This design comes from an exercise in tuning for small area on the open sky130 flow, not from production work. In this exercise RTL edits were held to simulation tests only and were not proved equivalent to the original.

== v37 ==
// Cordic
module Cordic(
	input clk,
	input [12:0] x_0,
	input [12:0] y_0,
	input [12:0] z_0,
	output [12:0] x_N,
	output [12:0] y_N,
	output [12:0] z_N
);
make LEC_CHECK=0 CAP_MARGIN=20 CORE_MARGIN=2 CORE_UTILIZATION=40 CTS_BUF_LIST='sky130_fd_sc_hd__clkbuf_8 sky130_fd_sc_hd__clkbuf_16' CTS_CLUSTER_DIAMETER=100 CTS_CLUSTER_SIZE=24 SLEW_MARGIN=20 finish   # period 3.2 ns
run.sh (not shown) runs the stock make flow with config.mk's settings and CLKGATE_MAP_FILE= SYNTH_SCRIPT=/design/flow/synth_recipe.tcl, a recipe that flattens the netlist after the stock synthesis.
For v38, these inputs were changed with respect to v37:
- CTS_CLUSTER_SIZE now 18, was 24
- CTS_BUF_LIST now sky130_fd_sc_hd__clkbuf_8, was sky130_fd_sc_hd__clkbuf_8 sky130_fd_sc_hd__clkbuf_16
Findings:
v38 reached the final stage; the timing, design-rule and antenna checks on its layout passed. In v38, fill cell instance count of the final layout is higher than in v37. [v38] first-iteration DRC count fell 21% relative to v37. The cell area in v38 was lower than what v37 gave. Compared with v37, v38 shows a endpoint arrival time on the critical path that is 0.08 ns higher. Across both runs, layout clock buffer count was higher for v38 than for v37. Changes observed in v38 relative to v37: fmax lower, met2 capacity usage during global routing roughly the same, met3 routed wirelength has increased, clock transition at the registers of the reported paths higher.
Inputs modified between v38 and v40:
- GPL_TIMING_DRIVEN now 0, previously not set
- PLACE_DENSITY now 0.75, previously not set
- CORE_UTILIZATION now 60, was 40
### Flow results
In summary, v38 completed successfully, with a layout that passed the timing, design-rule and antenna checks. v40 was carried through to the last stage, and its layout satisfied the timing, design-rule and antenna checks. Sequential cell count: v38 vs v40 identical. Summary — total routed wirelength, v40 relative to v38: lower, by 2.4%. Going from v38 to v40, tightest slew margin relative to the limit lost 12 points, multi-input combinational area share saw an increase.
What v27 does differently from v40 at the input level:
- PLACE_DENSITY no longer set, was 0.75
- CORE_UTILIZATION now 40, was 60
==> results.txt <==
Status | v27 and v40 | clean
[compare] base=v40 new=v27: number of vias in the routed layout moved down, layout-stage area growth over the synthesis result moved up.
Compared to v40, v27 shows a narrower setup margin.
v40 has higher worst slew margin relative to its limit than v27.
Sequential share of layout area for v27: 0.46 points down relative to v40
#### Input delta (v4 over v27)
- removing GPL_TIMING_DRIVEN (formerly 0)
- changing CTS_CLUSTER_SIZE from 18 to 16
- changing CTS_CLUSTER_DIAMETER from 100 to 60
Results
Share of synthesized area occupied by flip-flops and latches: v27 vs v4 identical. Comparing v27 with v4, the sequential standard cell area came out essentially unchanged. Compared with v27, v4 shows clock buffer count from CTS that has gone up by more than a quarter. Signed area change from the synthesized netlist to the final layout (higher): v4. Fmax: v4 above v27. v4 leaves more setup margin than v27. When v4 is measured against v27, its period utilization turns out 2.4 points lower.

========
Cordic, a different RTL version from the one above (not shown whole).
For scale: about 1400 cells after synthesis, about 340 flip-flops, roughly 79 I/O pins.
export LEC_CHECK = 0
export CAP_MARGIN = 20
export CORE_MARGIN = 2
export CORE_UTILIZATION = 40
export CTS_BUF_LIST = sky130_fd_sc_hd__clkbuf_4 sky130_fd_sc_hd__clkbuf_8
export CTS_CLUSTER_DIAMETER = 100
export CTS_CLUSTER_SIZE = 18
export GPL_TIMING_DRIVEN = 0
export SLEW_MARGIN = 20
create_clock -name core_clock -period 3.2 [get_ports {clk}]
standard.sh (not shown) runs the stock make flow with config.mk's settings and CLKGATE_MAP_FILE= SYNTH_SCRIPT=/design/flow/synth_recipe.tcl, a recipe that flattens the netlist after the stock synthesis.
==> flow/flow/run.sh <==
#!/bin/bash
# Standard layout, but the port buffers that placement inserts use the smallest buffer cell.
set -euo pipefail
export BUFFER_PORTS_ARGS="-buffer_cell sky130_fd_sc_hd__buf_1"
bash standard.sh > standard.log 2>&1
The baseline went through all stages and came out clean.
Then changed:
CTS_BUF_LIST = sky130_fd_sc_hd__clkbuf_8   (was sky130_fd_sc_hd__clkbuf_4 sky130_fd_sc_hd__clkbuf_8)
=> The new run finished clean. Worst setup slack does not change. Final area is unchanged. Area after synthesis is unchanged.

========
== oak ==
Cordic, a different RTL version from the one above (not shown whole).
Size in the first run: about 1,400 cells after synthesis, roughly 340 flip-flops, ~79 I/O pins.
export LEC_CHECK = 0
export CAP_MARGIN = 20
export CORE_MARGIN = 2
export CORE_UTILIZATION = 40
export CTS_BUF_LIST = sky130_fd_sc_hd__clkbuf_8
export CTS_CLUSTER_DIAMETER = 100
export CTS_CLUSTER_SIZE = 18
export GPL_TIMING_DRIVEN = 1
export SLEW_MARGIN = 20
create_clock -name core_clock -period 3.2 [get_ports {clk}]
==> flow/flow/run.sh <==
#!/bin/bash
# Standard layout, except: the port buffers that placement inserts use the smallest
# buffer cell, and the buffers synthesis left in the netlist are removed before global
# placement (placement's repair then buffers only where it needs to).
set -euo pipefail
export BUFFER_PORTS_ARGS="-buffer_cell sky130_fd_sc_hd__buf_1"
export PRE_GLOBAL_PLACE_TCL="$PWD/flow/rmbuf.tcl"
bash standard.sh > standard.log 2>&1
==> flow/flow/rmbuf.tcl <==
remove_buffers
oak reached the final stage; the timing, design-rule and antenna checks on its layout passed.
The inputs of pine differ from those of oak as listed below.
- a change of CORE_UTILIZATION from 40 to 60
- an added PLACE_DENSITY of 0.75
- a change of GPL_TIMING_DRIVEN from 1 to 0
## What came out
The met3 wirelength from detailed routing of pine is higher than that of oak. Going from oak to pine, total number of nets in the final design went down, delay of the slowest cell on the worst path did not really move, wire length of the first global-routing pass went down. First element of the critical path: zr7[6] -> pine, zr8[5] -> oak.

========
RTL: one of the versions met above, not the one the previous note started from.
Size: ~340 flip-flops, about 79 I/O pins, about 0.019 sq mm of cells after synthesis.
==> flow/config.mk <==
export PLATFORM = sky130hd
export DESIGN_NAME = Cordic
export DESIGN_NICKNAME = Cordic
export VERILOG_FILES = /design/flow/design.v
export SDC_FILE = /design/flow/constraint.sdc
export NUM_CORES = 4
export LEC_CHECK = 0
export CAP_MARGIN = 20
export CORE_MARGIN = 2
export CORE_UTILIZATION = 40
export CTS_BUF_LIST = sky130_fd_sc_hd__clkbuf_4
export SLEW_MARGIN = 20
==> flow/constraint.sdc <==
create_clock -name core_clock -period 3.2 [get_ports {clk}]
set_input_delay 0.6400 -clock core_clock [delete_from_list [all_inputs] [get_ports {clk}]]
set_output_delay 0.6400 -clock core_clock [all_outputs]
set_load 0.01 [all_outputs]
run.sh (not shown) runs the stock make flow with config.mk's settings and CLKGATE_MAP_FILE= SYNTH_SCRIPT=/design/flow/synth_recipe.tcl, a recipe that flattens the netlist after the stock synthesis.
Stock flow here: none of the scripts above is used.
Then changed:
Settings changed: CTS_BUF_LIST sky130_fd_sc_hd__clkbuf_4 to sky130_fd_sc_hd__clkbuf_16, CTS_CLUSTER_DIAMETER set to 100, CTS_CLUSTER_SIZE set to 32.
- The new run finished with timing, DRC and antenna clean
- die area stays the same
- wire length is lower by about 3.5%
Then changed:
Settings changed: CTS_BUF_LIST sky130_fd_sc_hd__clkbuf_16 to not set, CTS_CLUSTER_DIAMETER 100 to not set, CTS_CLUSTER_SIZE 32 to not set.
Via count goes up by about 1.9%.
Design area goes up by about 4%.
Core utilization goes up by 1.9 points.
Wire length goes up by about 2.8%.
Sequential share of layout area goes down by 1.3 points.
Flip-flop and latch count stays the same.
Worst setup slack loses 0.0077 ns.
First-iteration DRC count goes down by 10%.
Then changed:
Settings changed: CTS_BUF_LIST set to sky130_fd_sc_hd__clkbuf_16, CTS_CLUSTER_DIAMETER set to 100, CTS_CLUSTER_SIZE set to 24, GPL_TIMING_DRIVEN set to 0.
Result:
- clock skew hardly moves
- first-iteration DRC count increases by 16%
- routed wire length decreases by 3.8%
- count of clock-buffer cells in the layout decreases by 39
- global-route usage decreases by 0.65 points
- setup slack improves by 0.030 ns
- via count decreases by 2.8%

========
Cordic with an RTL version that a note above also has.
For scale: about 1400 cells after synthesis, roughly 340 flip-flops, ~18000 um^2 of cells after synthesis.
Settings: LEC_CHECK=0, CAP_MARGIN=20, CORE_MARGIN=2, CORE_UTILIZATION=40, CTS_BUF_LIST=sky130_fd_sc_hd__clkbuf_8, CTS_CLUSTER_DIAMETER=150, CTS_CLUSTER_SIZE=18, GPL_TIMING_DRIVEN=0, SLEW_MARGIN=20; clock period 3.2 ns.
standard.sh (not shown) runs the stock make flow with config.mk's settings and CLKGATE_MAP_FILE= SYNTH_SCRIPT=/design/flow/synth_recipe.tcl, a recipe that flattens the netlist after the stock synthesis.
Scripts as last shown in full above: flow/flow/run.sh, flow/flow/rmbuf.tcl
Then changed:
--- a/flow/config.mk
+++ b/flow/config.mk
@@ -10 +10 @@
-export CORE_UTILIZATION = 40
+export CORE_UTILIZATION = 50
@@ -12 +12 @@
-export CTS_CLUSTER_DIAMETER = 150
+export CTS_CLUSTER_DIAMETER = 100
@@ -14,0 +15 @@
+export PLACE_DENSITY = 0.65
Effect: Global-route usage grows by 2.9 points. Sequential share of layout area grows by 0.22 points. Final area went down by 0.63%. Die area came out lower by 20%. Setup slack improved by 0.027 ns. Critical path depth fell by 1. Core utilization went up by 11 points. Final cell count came out lower by 6.2%.

==> port drivers added, routing unchanged <==
Ports are ideal in the flow. The routed layouts listed here were re-timed in OpenROAD. Step 1 (the two cells are an assumption about what drives the block):
set clk [get_ports {clk}]
set_driving_cell -lib_cell sky130_fd_sc_hd__clkbuf_16 $clk
set_driving_cell -lib_cell sky130_fd_sc_hd__buf_2 [delete_from_list [all_inputs] $clk]
Step 2 also shifts input and output timing later by t, the mid clock arrival at the registers, as if the neighbouring blocks saw the same clock. a / b / c = ideal ports / drivers / drivers and shift; a / b = the first two.
| run | t, ns | setup WS [ns] | clock arrival spread, ns | slew at the worst register clock pin (ns) | worst slew at a driven data input, ns |
|---|---|---|---|---|---|
| v37 | 0.567 | 0.192 / 0.192 / -0.344 | 0.028 / 0.028 | 0.09 / 0.09 | 0.04 |
| v38 | 0.643 | 0.176 / 0.176 / -0.381 | 0.029 / 0.029 | 0.11 / 0.11 | 0.04 |
| v40 | 0.619 | 0.168 / 0.168 / -0.179 | 0.032 / 0.031 | 0.11 / 0.11 | 0.03 |
| v27 | 0.645 | 0.102 / 0.128 / -0.517 | 0.023 / 0.023 | 0.11 / 0.11 | 0.04 |
| v4 | 0.650 | 0.178 / 0.178 / -0.356 | 0.045 / 0.046 | 0.10 / 0.10 | 0.04 |
| the first run of note 2 | 0.613 | 0.154 / 0.154 / -0.418 | 0.041 / 0.042 | 0.11 / 0.11 | 0.05 |
| the second run of note 2 | 0.613 | 0.154 / 0.154 / -0.418 | 0.041 / 0.042 | 0.11 / 0.11 | 0.05 |
| oak | 0.623 | 0.184 / 0.184 / 0.149 | 0.019 / 0.019 | 0.11 / 0.11 | 0.03 |
| pine | 0.610 | 0.138 / 0.138 / -0.240 | 0.036 / 0.036 | 0.11 / 0.11 | 0.04 |
| the first run of note 4 | 0.833 | 0.173 / 0.173 / -0.385 | 0.091 / 0.090 | 0.07 / 0.07 | 0.04 |
| the second run of note 4 | 0.575 | 0.172 / 0.172 / -0.369 | 0.030 / 0.030 | 0.11 / 0.11 | 0.04 |
| the third run of note 4 | 0.601 | 0.164 / 0.164 / -0.353 | 0.022 / 0.023 | 0.06 / 0.06 | 0.04 |
| the fourth run of note 4 | 0.570 | 0.194 / 0.194 / -0.113 | 0.019 / 0.019 | 0.10 / 0.10 | 0.04 |
| the first run of note 5 | 0.607 | 0.150 / 0.150 / -0.330 | 0.040 / 0.041 | 0.12 / 0.12 | 0.04 |
| the second run of note 5 | 0.617 | 0.177 / 0.177 / -0.251 | 0.031 / 0.031 | 0.11 / 0.11 | 0.03 |
With both steps, setup timing fails in 14 of these runs, where it was met with ideal ports. The setup slack of v27, which loses most, moves by +0.026 ns with the drivers and by -0.619 ns with both steps.
